This is an optimization exercise on Yosys and OpenROAD, whose aim is small area and a short achievable clock period, not a production implementation.
In this exercise RTL edits were held to simulation tests only and were not proved equivalent to the original.

===== flow/design.v =====
module reflex_core (
    input wire clk,                   
    input wire rst_n,                 
    input wire signed [15:0] z_pos,   
    input wire signed [15:0] z_vel,   
    input wire signed [15:0] kp_gain,
    input wire signed [15:0] kd_gain,
    input wire signed [15:0] vel_threshold,  
    output reg signed [15:0] u_out,   
    output reg guardian_active        
);
    reg signed [31:0] p_term;
    reg signed [31:0] d_term;
    reg signed [31:0] raw_sum;
    localparam signed [15:0] MAX_OUT = 16'd2000;   
    localparam signed [15:0] MIN_OUT = -16'd2000;  
    always @(posedge clk or negedge rst_n) begin
        if (!rst_n) begin
            u_out <= 16'd0;
            guardian_active <= 1'b0;
            p_term <= 32'd0;
            d_term <= 32'd0;
        end else begin
            if (($signed(z_vel) > $signed(vel_threshold)) || 
                ($signed(z_vel) < -$signed(vel_threshold))) begin
                guardian_active <= 1'b1;
                d_term <= z_vel * (kd_gain <<< 1); 
            end else begin
                guardian_active <= 1'b0;
                d_term <= z_vel * kd_gain;
            end
            p_term <= z_pos * kp_gain;  
            raw_sum = -(p_term + d_term); 
            if (raw_sum > MAX_OUT) 
                u_out <= MAX_OUT;
            else if (raw_sum < MIN_OUT) 
                u_out <= MIN_OUT;
            else
                u_out <= raw_sum[15:0];  
        end
    end
endmodule

===== flow/run.sh =====
#!/bin/bash
# synth_recipe.tcl (not shown) runs the flow's synth.tcl, then flattens the netlist and writes it again
# the make line also repeats each setting of config.mk as NAME=value (left out here)
make -C /OpenROAD-flow-scripts/flow DESIGN_CONFIG=/design/flow/config.mk WORK_HOME=/design/flow/orfs CLKGATE_MAP_FILE= SYNTH_SCRIPT=/design/flow/synth_recipe.tcl finish

===== flow/config.mk =====
export PLATFORM = sky130hd
export DESIGN_NAME = reflex_core
export DESIGN_NICKNAME = reflex_core
export VERILOG_FILES = /design/flow/design.v
export SDC_FILE = /design/flow/constraint.sdc
export NUM_CORES = 4
export LEC_CHECK = 0
export CAP_MARGIN = 20
export CORE_MARGIN = 2
export CORE_UTILIZATION = 40
export SLEW_MARGIN = 20

===== flow/constraint.sdc =====
create_clock -name core_clock -period 8.0 [get_ports {clk}]
set_input_delay 1.6000 -clock core_clock [delete_from_list [all_inputs] [get_ports {clk}]]
set_output_delay 1.6000 -clock core_clock [all_outputs]
set_load 0.01 [all_outputs]

==> reports/summary.md <==
The setup TNS came out at 0 ns. The tools report the post-synth design cell area as 0.02588 mm2. The final hold violation count is 0. The tools report the cell count after synthesis as 2869. For the all-layer global routing usage, the log shows 19.02%. The critical path in this run is classified as input pin to flop. The total nets after synthesis is 3733.

The number of cells on the worst reg-to-reg path is 14. Insertion delay to the later sink of the worst-skew pair: 0.34 ns. Worst hold-check path type: flop to flop.

Once detail routing completed, the nets flagged for antenna violations numbered 0. After the first detailed-routing iteration, the DRC count stood at 1166. The most used flip-flop cell after synthesis is dfrtp_1. The tools report the placement row count as 93. The final layout net count is 3995. Among all cell types in the netlist, the one instantiated most often is inv_1.

Clock tree synthesis inserted a total of 9 buffers. The commonest cells after synthesis are 698 x inv_1, 525 x fa_1, 321 x nand2_1.

The pin count of the biggest net entering global routing was 82. The tool flagged a number of max-cap violations equal to 0.

Of the cells placed in the final design, the portion with a size suffix greater than 1 is 9.630%. After detailed routing, the average wire length per cell comes to 15.04 um. The worst setup path is launched from an input pin. The biggest area consumer among synthesized cells was fa_1.

The die covers 0.06675 mm2. The run gives 0 as the count of final setup violators. The cell occurring most often along the worst timing path was fa_1.

The tools report the first-pass GRT wire length as 104300 um. Dividing the final minimum period by the clock period gives 96.28%. Once layout is complete, the utilization of the core stands at 46.66%. The tools report the end point of the most critical hold path as u_out[0]. The run gives 6170 as the fill cell total of the finished layout. The critical path goes through clkdlybuf4s50_1 -> buf_12 -> buf_4 -> and2_1 -> fa_1 -> inv_1 -> fa_1 -> inv_1 -> ha_1 -> fa_1 -> inv_1 -> fa_1 -> fa_1 -> inv_1 -> ha_1 -> or4_1 -> o22ai_2 -> o221ai_2 -> and3_1 -> o31a_1 -> or4_1 -> a31oi_2 -> xor2_1 -> o21ai_0. A synthesized cell averages 9.021 um2. The die is 258.4 um tall. Across all register-to-register paths, the minimum setup slack is 3.11 ns. The largest stage delay on the critical path is 0.55 ns, and the worst setup skew after layout is 0.007219 ns.

The die width came out at 258.4 um. Wires add up to 60010 um. For the worst setup path, the data arrival time is 7.92 ns.

Detailed placement finished with a half-perimeter wire length of 53440 um. By area the synthesized netlist is led by fa_1 41%, ha_1 12%, inv_1 10%, dfrtp_1 7.8%, and2_1 5.7%.

The maximum level of the CTS H-tree is 3. 0 antenna diodes ended up in the layout.

The number of primary I/O pins is 99. In the routed layout, each cell is associated on average with a via count of 4.931. Across all hold checks on the routed design, the worst slack comes to 0.7650 ns.

Register area share after synthesis: 7.832%. In this run the critical register-to-register path is launched from d_term[1]. The share of the synthesized area in the top cell type is 40.61%. The number of buffers added to fix hold violations after cts is 0, and the required time at the worst-slack endpoint is 8.21 ns. The final critical-path required period is 7.702 ns. On the critical path, the stage with the largest delay is an instance of fa_1. The sum of overflow across all layers after global routing was 0.

The fraction of registers with async set/reset is 100.0%. The cell type group with the largest total delay on the critical path is adder cells. The initial core utilization came out at 40.29%. Clock sink count: 81. The routability-driven placement congestion ratio was 0.8660. The root buffer cell was clkbuf_16. Source of the worst hold timing path: d_term[0]. Port buffering added 98 buffers.

The tools report the final-report max-slew violation count as 0. The core box area was 0.06423 mm2.

TritonCTS built the clock tree. After detailed routing, the number of remaining DRC violations is 0. The number of buffers and inverters on the critical path is 7. The flow ran to the end and the layout has no timing, DRC or antenna violations. The clock passes through at most 2 buffers.

Yosys mapped the design onto 79 distinct sky130hd cell types. The number of cells on the worst hold path came out at 3. Worst-case headroom to the max-slew limit: 49.54%.

The worst setup path is captured at a flop. Yosys mapped a number of flops with a built-in enable equal to 0. The maximum fanout along the worst path was 12. The area growth from synthesis to layout came out at 15.79%.

The number of warnings issued by yosys was 1; the post-synthesis sequential element count was 81. The number of global-route vias before repair is 21380, and the detailed-router iteration count before antenna repair is 5.

Static timing analysis puts the maximum clock frequency at 129.8 MHz. The tools report the number of vias in the routed layout as 19680. The worst register-to-register path ends at u_out[5].

The transition at the pin with the smallest max-transition slack works out to 0.7500 ns. The clock transition at the registers of the reported paths came out at 0.06 ns. The number of antenna violations at the first check in global routing came out at 1.
layout by cell type (no fill, tap or decap), drive strengths merged, types with 10 or more instances in the layout:
| cell | Yosys | layout |
|---|---|---|
| a21o | 37 | 37 |
| nand3 | 23 | 23 |
| clkdlybuf4s50 | 0 | 85 |
| o31ai | 13 | 13 |
| inv | 698 | 698 |
| o211ai | 15 | 15 |
| nand2 | 321 | 321 |
| o21a | 23 | 23 |
| nor3 | 25 | 25 |
| nand4 | 15 | 15 |
| fa | 525 | 525 |
| o21bai | 12 | 12 |
| nand2b | 25 | 25 |
| o21ai | 66 | 66 |
| buf | 7 | 235 |
| mux2 | 12 | 12 |
| clkbuf | 74 | 11 |
| xnor2 | 78 | 78 |
| a211oi | 13 | 13 |
| xor2 | 26 | 26 |
| a21oi | 76 | 76 |
| dlymetal6s2s | 0 | 12 |
| and2 | 236 | 236 |
| and3 | 10 | 10 |
| dfrtp | 81 | 81 |
| ha | 257 | 257 |
| nor2 | 87 | 87 |
worst register-to-register path: stages (launching register included):
cell	delay [ns]
dfrtp_1	0.38
ha_1	0.27
inv_1	0.04
ha_1	0.22
fa_1	0.42
a211oi_2	0.30
o211ai_2	0.20
a21oi_1	0.39
xor2_1	0.20
o2111a_1	0.19
a311oi_1	0.53
nor4bb_1	0.52
nand4_1	0.24
o31ai_1	0.64
a21boi_1	0.20
worst max path at each step:
stage,endpoint,cells past startpoint,start
3_5_place_dp,d_term[25],23,z_vel[4]
4_1_cts,d_term[25],23,z_vel[4]
5_1_grt,d_term[31],26,kd_gain[5]
2_1_floorplan,d_term[30],22,z_vel[15]
6_report,d_term[25],24,kd_gain[3]
3_3_place_gp,d_term[25],23,z_vel[4]
per-stage QoR:
| stage | std cells | cell area (um2) | setup WS, ns |
|---|---|---|---|
| 2_1_floorplan | 2869 | 25880 | 0.4059 |
| 3_3_place_gp | 3973 | 29530 | -0.1822 |
| 3_5_place_dp | 3973 | 29530 | -0.2416 |
| 4_1_cts | 3989 | 29860 | 0.09260 |
| 5_1_grt | 3991 | 29970 | -0.01563 |
| 6_report | 3991 | 29970 | 0.2980 |
layout make-up:
type | count | area (um2) | area share, %
Sequential cell | 81 | 2027 | 6.764
Tap cell | 855 | 1070 | 3.570
Timing Repair Buffer | 332 | 2944 | 9.824
Clock inverter | 5 | 77.57 | 0.2589
Inverter | 699 | 2624 | 8.755
Clock buffer | 11 | 252.7 | 0.8434
Multi-Input combinational cell | 2008 | 20970 | 69.98
state kept, by name, indices dropped and copies added (netlist names):
| name | cells |
|---|---|
| guardian_active | 1 |
| p_term | 32 |
| u_out | 16 |
| d_term | 32 |
repair_timing:
| action | in CTS | in global routing |
|---|---|---|
| gates resized for setup | 0 | 26 |
| buffers inserted | 0 | 2 |
| endpoints found under the setup margin | 0 | 9 |
per-layer routing:
metal  GRT usage, %  part of all wire, %  vias to the layer above
met1          26.37                   45                     9976
met3          1.937                  3.5                       75
met5              0                0.022                        -
li1               -                    -                     9265
met2          32.37                   49                      360
met4          3.998                  2.1                        2
cell families after synthesis:
group                    Yosys count  synth area share [%]
AO/OA/AOI/OAI                    319                 8.413
buffers and inverters            780                 11.34
flip-flops                        81                 7.832
XOR/XNOR                         104                 3.607
adder cells (fa/ha/maj)          782                 53.04
multiplexers                      18                0.7542
AND/OR/NAND/NOR                  785                 15.02

[separate check: timing with driven ports]
In the flow no input, the clock included, has a driving cell. The finished layout below was timed again as built, in two steps. Step 1 assumes that a clkbuf_16 drives the clock port and a buf_2 every other input. Step 2 adds t to the input delays and takes it off the output delays; t is the mean of the earliest and latest rising clock arrival at the registers after step 1. Input paths then give back, and output paths get back, about the clock's delay inside the block. Three values: ideal, step 1, step 2; two values: the first two.
t, ns: 0.386
setup WS [ns]: 0.298 / 0.319 / -0.067
latest minus earliest clock arrival (ns): 0.008 / 0.008
slew at the worst register clock pin (ns): 0.06 / 0.06
worst slew at a driven data input, ns: 0.05
Met with ideal ports but missed after step 2: setup timing in this run. The setup slack of this run moves by +0.021 ns with the drivers and by -0.365 ns with both steps.
